This design comes from an exercise in tuning for small area, a short achievable clock period and few clock cycles per item on the open sky130 flow, not from production work.
The RTL was checked by simulation tests, not by an equivalence proof against the original design.

// WD
module WD(
    clk,
    rst_n,
    in_valid,
    keyboard,
    answer,
    weight,
    match_target,
    out_valid,
    result,
    out_value
);
input clk, rst_n, in_valid;
input [4:0] keyboard, answer;
input [3:0] weight;
input [2:0] match_target;
output out_valid;
output [4:0]  result;
output [10:0] out_value;
localparam LOAD = 2'd0;
localparam SEL  = 2'd1;
localparam EVAL = 2'd2;
localparam OUTP = 2'd3;
localparam PNONE = 2'd0;
localparam PDESC = 2'd1;
localparam PBACK = 2'd2;
localparam PNEXT = 2'd3;
integer i, j, s;
reg [1:0] st;
reg [2:0] cnt;
reg [4:0] kv [0:7];
reg [2:0] kt [0:7];
reg [4:0] bc [0:4];
reg [3:0] w [0:4];
reg [2:0] ta, nt;
reg ok2;
reg [10:0] bv;
reg [9:0] bcode;
reg found;
reg [4:0] lvh;               
reg [2:0] cs [0:3];          
reg [7:0] used;
reg [7:0] pm;                
reg [4:0] da, dn, dx;        
reg [4:0] pa, px;            
reg [7:0] abover;
reg [2:0] trr;
reg [1:0] pend;
reg pbetter;
reg [7:0] tselr;
reg tans, tfix, trest;
reg [4:0] cpr [0:4];
assign out_valid = (st == OUTP);
assign result    = (cnt == 3'd0) ? bc[0] : (cnt == 3'd1) ? bc[1] :
                   (cnt == 3'd2) ? bc[2] : (cnt == 3'd3) ? bc[3] : bc[4];
assign out_value = bv;
function [4:0] therm;
    input [2:0] v;
    begin
        therm[0] = (v > 3'd0);
        therm[1] = (v > 3'd1);
        therm[2] = (v > 3'd2);
        therm[3] = (v > 3'd3);
        therm[4] = (v > 3'd4);
    end
endfunction
function tle;
    input [4:0] x, y;
    begin
        tle = ~|(x & ~y);
    end
endfunction
function lt21;
    input [20:0] a, b;
    reg l, e;
    integer k;
    begin
        l = 1'b0;
        e = 1'b1;
        for (k = 20; k >= 0; k = k - 1) begin
            l = l | (e & ~a[k] & b[k]);
            e = e & ~(a[k] ^ b[k]);
        end
        lt21 = l;
    end
endfunction
function eq21;
    input [20:0] a, b;
    begin
        eq21 = ~|(a ^ b);
    end
endfunction
function lt20;
    input [19:0] a, b;
    reg l, e;
    integer k;
    begin
  ...
Size: about 4900 cells after synthesis, ~240 flip-flops, ~37 I/O pins, roughly 31000 µm² of cells after synthesis.
clock: 12.0 ns
lec_check: 0
abc_area: 1
cap_margin: 20
core_margin: 2
core_utilization: 40
place_density: 0.6
setup_slack_margin: 5
slew_margin: 20
run.sh (not shown) runs the stock make flow with config.mk's settings and CLKGATE_MAP_FILE= SYNTH_SCRIPT=/design/flow/synth_recipe.tcl, a recipe that flattens the netlist after the stock synthesis.
The first run completed without violations.
Testbench counts at the start, summed over its fixed seeds: cycles 2,236, items 48.
Rerun with:
Settings changed: ABC_AREA 1 to unset, SETUP_SLACK_MARGIN 5 to 2.
The changed run completed without violations. Worst hold slack loses 0.0040 ns. Setup slack loses 1.9 ns. Fmax came out lower by 19%. Global-route usage came out higher by 1.3 points. First-iteration DRC count came out higher by 6.2%.
Rerun with:
Settings changed: SETUP_SLACK_MARGIN 2 to 3.
Outcome: Clock skew is about the same; setup slack gains 0.93 ns; clock-buffer cell count does not change; hold slack is about the same; final cell count came out higher by about 0.65%; routed wire length grows by 0.31%; sequential share of layout area fell by 0.23 points.
Rerun with:
Settings changed: ABC_AREA set to 1.
The changed run finished with timing, DRC and antenna clean.
Fmax goes up by 4.5%.
Cell count goes up by 14%.
Final area goes down by about 5.3%.
Die area goes down by 4.6%.
Via count goes down by 3.7%.
Setup slack improved by 0.38 ns.
Clock skew goes up by 0.017 ns.
Wire length goes down by about 10%.
Rerun with:
Settings changed: CTS_BUF_LIST set to sky130_fd_sc_hd__clkbuf_4 sky130_fd_sc_hd__clkbuf_8, CTS_CLUSTER_SIZE set to 30, SETUP_SLACK_MARGIN 3 to 4.
Result: Clock-buffer cell count rose by 28. Synthesized area stays the same. Fmax rises by 6.9%. Utilization rises by 1.2 points. Setup slack improved by 0.54 ns.

## exp/cedar
WD, a different RTL version from the one above (not shown whole).
Size in the first run: about 4800 cells after synthesis, roughly 240 flip-flops, ~37 I/O pins, roughly 31000 um^2 of cells after synthesis.
make LEC_CHECK=0 ABC_AREA=1 CAP_MARGIN=5 CORE_MARGIN=2 CORE_UTILIZATION=40 PLACE_DENSITY=0.6 SETUP_SLACK_MARGIN=4.5 SLEW_MARGIN=5 finish   # period 12.0 ns
Testbench counts of exp/cedar, summed over its fixed seeds: cycles 2,236, items 48.
Input-level comparison between exp/indigo and exp/cedar:
# exp/cedar
export LEC_CHECK = 0
export ABC_AREA = 1
export CAP_MARGIN = 5
export CORE_MARGIN = 2
export CORE_UTILIZATION = 40
export PLACE_DENSITY = 0.6
export SETUP_SLACK_MARGIN = 4.5
export SLEW_MARGIN = 5
create_clock -name core_clock -period 12.0 [get_ports {clk}]
# exp/indigo
export LEC_CHECK = 0
export ABC_AREA = 1
export CAP_MARGIN = 5
export CORE_MARGIN = 2
export CORE_UTILIZATION = 40
export PLACE_DENSITY = 0.6
export SETUP_SLACK_MARGIN = 4
export SLEW_MARGIN = 5
create_clock -name core_clock -period 12.0 [get_ports {clk}]
[summary]
exp/indigo reached the final stage; the timing, design-rule and antenna checks on its layout passed. Compared with exp/cedar, exp/indigo shows global-route wire length before repair that has gone down slightly. Cmp exp/indigo vs exp/cedar: instance count on the critical path lower in exp/indigo. Compared to exp/cedar, exp/indigo has shortest clock period the worst path allows after layout 0.20 ns higher. Sort exp/indigo and exp/cedar by number of global-route vias before repair desc -> top: exp/cedar. When exp/indigo is set beside exp/cedar, its routing usage on met1 turns out to be 0.19 points smaller. exp/cedar -> exp/indigo: count of placed standard cells in the final layout, fillers left out decreased slightly. The via count was comparable across exp/indigo and exp/cedar. exp/indigo vs exp/cedar on number of fill cells in the layout: exp/indigo is the higher one. As far as overall die width goes, exp/cedar and exp/indigo are indistinguishable; the numbers are identical. Row sequential share of layout area: exp/indigo higher / exp/cedar lower.
What exp/juniper does differently from exp/indigo at the input level:
# exp/indigo
export LEC_CHECK = 0
export ABC_AREA = 1
export CAP_MARGIN = 5
export CORE_MARGIN = 2
export CORE_UTILIZATION = 40
export PLACE_DENSITY = 0.6
export SETUP_SLACK_MARGIN = 4
export SLEW_MARGIN = 5
create_clock -name core_clock -period 12.0 [get_ports {clk}]
# exp/juniper
export LEC_CHECK = 0
export ABC_AREA = 1
export CAP_MARGIN = 5
export CORE_MARGIN = 2
export CORE_UTILIZATION = 40
export PLACE_DENSITY = 0.7
export SETUP_SLACK_MARGIN = 4
export SLEW_MARGIN = 5
create_clock -name core_clock -period 12.0 [get_ports {clk}]
==> comparison <==
exp/juniper completed end to end with timing, DRC and antenna clean. exp/juniper vs. exp/indigo: flip-flop and latch share of the layout cell area about even. Diff exp/indigo and exp/juniper: number of CTS-inserted buffers higher in exp/juniper.
#### Input delta (exp/violet over exp/juniper)
# exp/juniper
export LEC_CHECK = 0
export ABC_AREA = 1
export CAP_MARGIN = 5
export CORE_MARGIN = 2
export CORE_UTILIZATION = 40
export PLACE_DENSITY = 0.7
export SETUP_SLACK_MARGIN = 4
export SLEW_MARGIN = 5
create_clock -name core_clock -period 12.0 [get_ports {clk}]
# exp/violet
export LEC_CHECK = 0
export ABC_AREA = 1
export CAP_MARGIN = 20
export CORE_MARGIN = 2
export CORE_UTILIZATION = 40
export PLACE_DENSITY = 0.6
export SETUP_SLACK_MARGIN = 4
export SLEW_MARGIN = 20
create_clock -name core_clock -period 12.0 [get_ports {clk}]
Notes after the runs:
- In exp/violet, the logic depth of the worst setup path including buffers came out 1 above the value in exp/juniper.
- [compare] base=exp/juniper new=exp/violet: sequential share of layout area was more or less identical.
- exp/violet against exp/juniper: met2 track demand over resource saw an increase, post-route fraction of the period consumed by the critical path saw an increase, detailed-routing iteration count for the pre-antenna-repair pass saw a decrease, instance count after placement with tap cells included saw little to no change, final wirelength saw an increase.

Setup of run A:
Another version of the RTL of WD (not shown whole).
For scale: roughly 4000 cells after synthesis, roughly 240 flip-flops, ~37 I/O pins.
## WD
module WD(
    clk,
    rst_n,
    in_valid,
    keyboard,
    answer,
    weight,
    match_target,
    out_valid,
    result,
    out_value
);
clock: 12.0 ns
lec_check: 0
cap_margin: 20
core_margin: 2
core_utilization: 40
place_density: 0.6
setup_slack_margin: 5
slew_margin: 20
Run A: no failed stages, no open violations at the end
Testbench counts of run A, summed over its fixed seeds: cycles 2,236, items 48.
Here is what was changed in the inputs of run B compared with run A.
Settings: SETUP_SLACK_MARGIN: 5 -> 3.
## What came out
Lower final hold slack goes to run A over run B.
On run B: overall routed net length is 13000 microns lower than what run A gave.
Run A -> run B: number of global-route vias before repair decreased by a few percent
Run A → run B: clock latency reported for the late side of the worst-skew pair has remained practically unchanged, buffer share of cell area lost 5.5 points.
Input changes introduced in run C (baseline for comparison: run B):
Settings: a deleted SETUP_SLACK_MARGIN that had been 3.
## What came out
Changes observed in run C relative to run B: initial standard-cell utilization of the core essentially unchanged; core occupancy in the finished layout decreased by 1.1 points relative to the old numbers.
Required time of the critical path in run C vs run B: down 0.09 ns
When run C is measured against run B, its worst hold-check slack turns out 0.0036 ns higher.
Between run C and run B, it is run C whose cell area is lower, by about 2.4%.
Run B has a higher first-pass GRT wire length than run C.

afterwards: timing with drivers on the ports:
The flow's constraints put no driver on any port. The routed layouts listed below were extracted and timed again, unchanged, in two steps. Step 1 sets driving cells, clkbuf_16 on the clock port and buf_2 on the other inputs (assumed; they add their load-dependent delay and slew). Step 2 moves the port delays by t, midway between the first and last clock arrival at a register: inputs arrive t later, outputs are due t later. That takes back most of the time a late clock gives input paths. Three values: ideal ports, drivers, drivers and shift; two values: the first two.
run | shift t [ns] | setup slack, ns | latest minus earliest clock arrival (ns) | slew at the worst register clock pin (ns) | worst slew at a driven data input, ns
the first run of note 1 | 0.686 | 4.138 / 4.138 / 4.138 | 0.021 / 0.021 | 0.07 / 0.07 | 0.06
the second run of note 1 | 0.643 | 2.275 / 2.275 / 2.275 | 0.032 / 0.032 | 0.07 / 0.07 | 0.05
the third run of note 1 | 0.645 | 3.201 / 3.201 / 3.201 | 0.031 / 0.031 | 0.07 / 0.07 | 0.05
the fourth run of note 1 | 0.617 | 3.583 / 3.583 / 3.583 | 0.049 / 0.049 | 0.07 / 0.07 | 0.08
the fifth run of note 1 | 0.732 | 4.127 / 4.127 / 4.127 | 0.084 / 0.083 | 0.09 / 0.09 | 0.08
exp/cedar | 0.680 | 4.454 / 4.454 / 4.454 | 0.049 / 0.049 | 0.08 / 0.08 | 0.08
exp/indigo | 0.678 | 4.249 / 4.249 / 4.249 | 0.052 / 0.052 | 0.08 / 0.08 | 0.08
exp/juniper | 0.629 | 4.254 / 4.254 / 4.228 | 0.024 / 0.023 | 0.06 / 0.06 | 0.14
exp/violet | 0.668 | 4.230 / 4.230 / 4.230 | 0.024 / 0.024 | 0.07 / 0.07 | 0.08
run A | 0.631 | 3.563 / 3.563 / 3.563 | 0.032 / 0.031 | 0.07 / 0.07 | 0.03
run B | 0.633 | 3.263 / 3.263 / 3.263 | 0.034 / 0.034 | 0.07 / 0.07 | 0.03
run C | 0.633 | 1.829 / 1.829 / 1.829 | 0.031 / 0.031 | 0.07 / 0.07 | 0.03
After both steps setup and hold are still met in every run listed. The setup slack of exp/juniper, which loses most, moves by 0.000 ns with the drivers and by -0.026 ns with both steps.
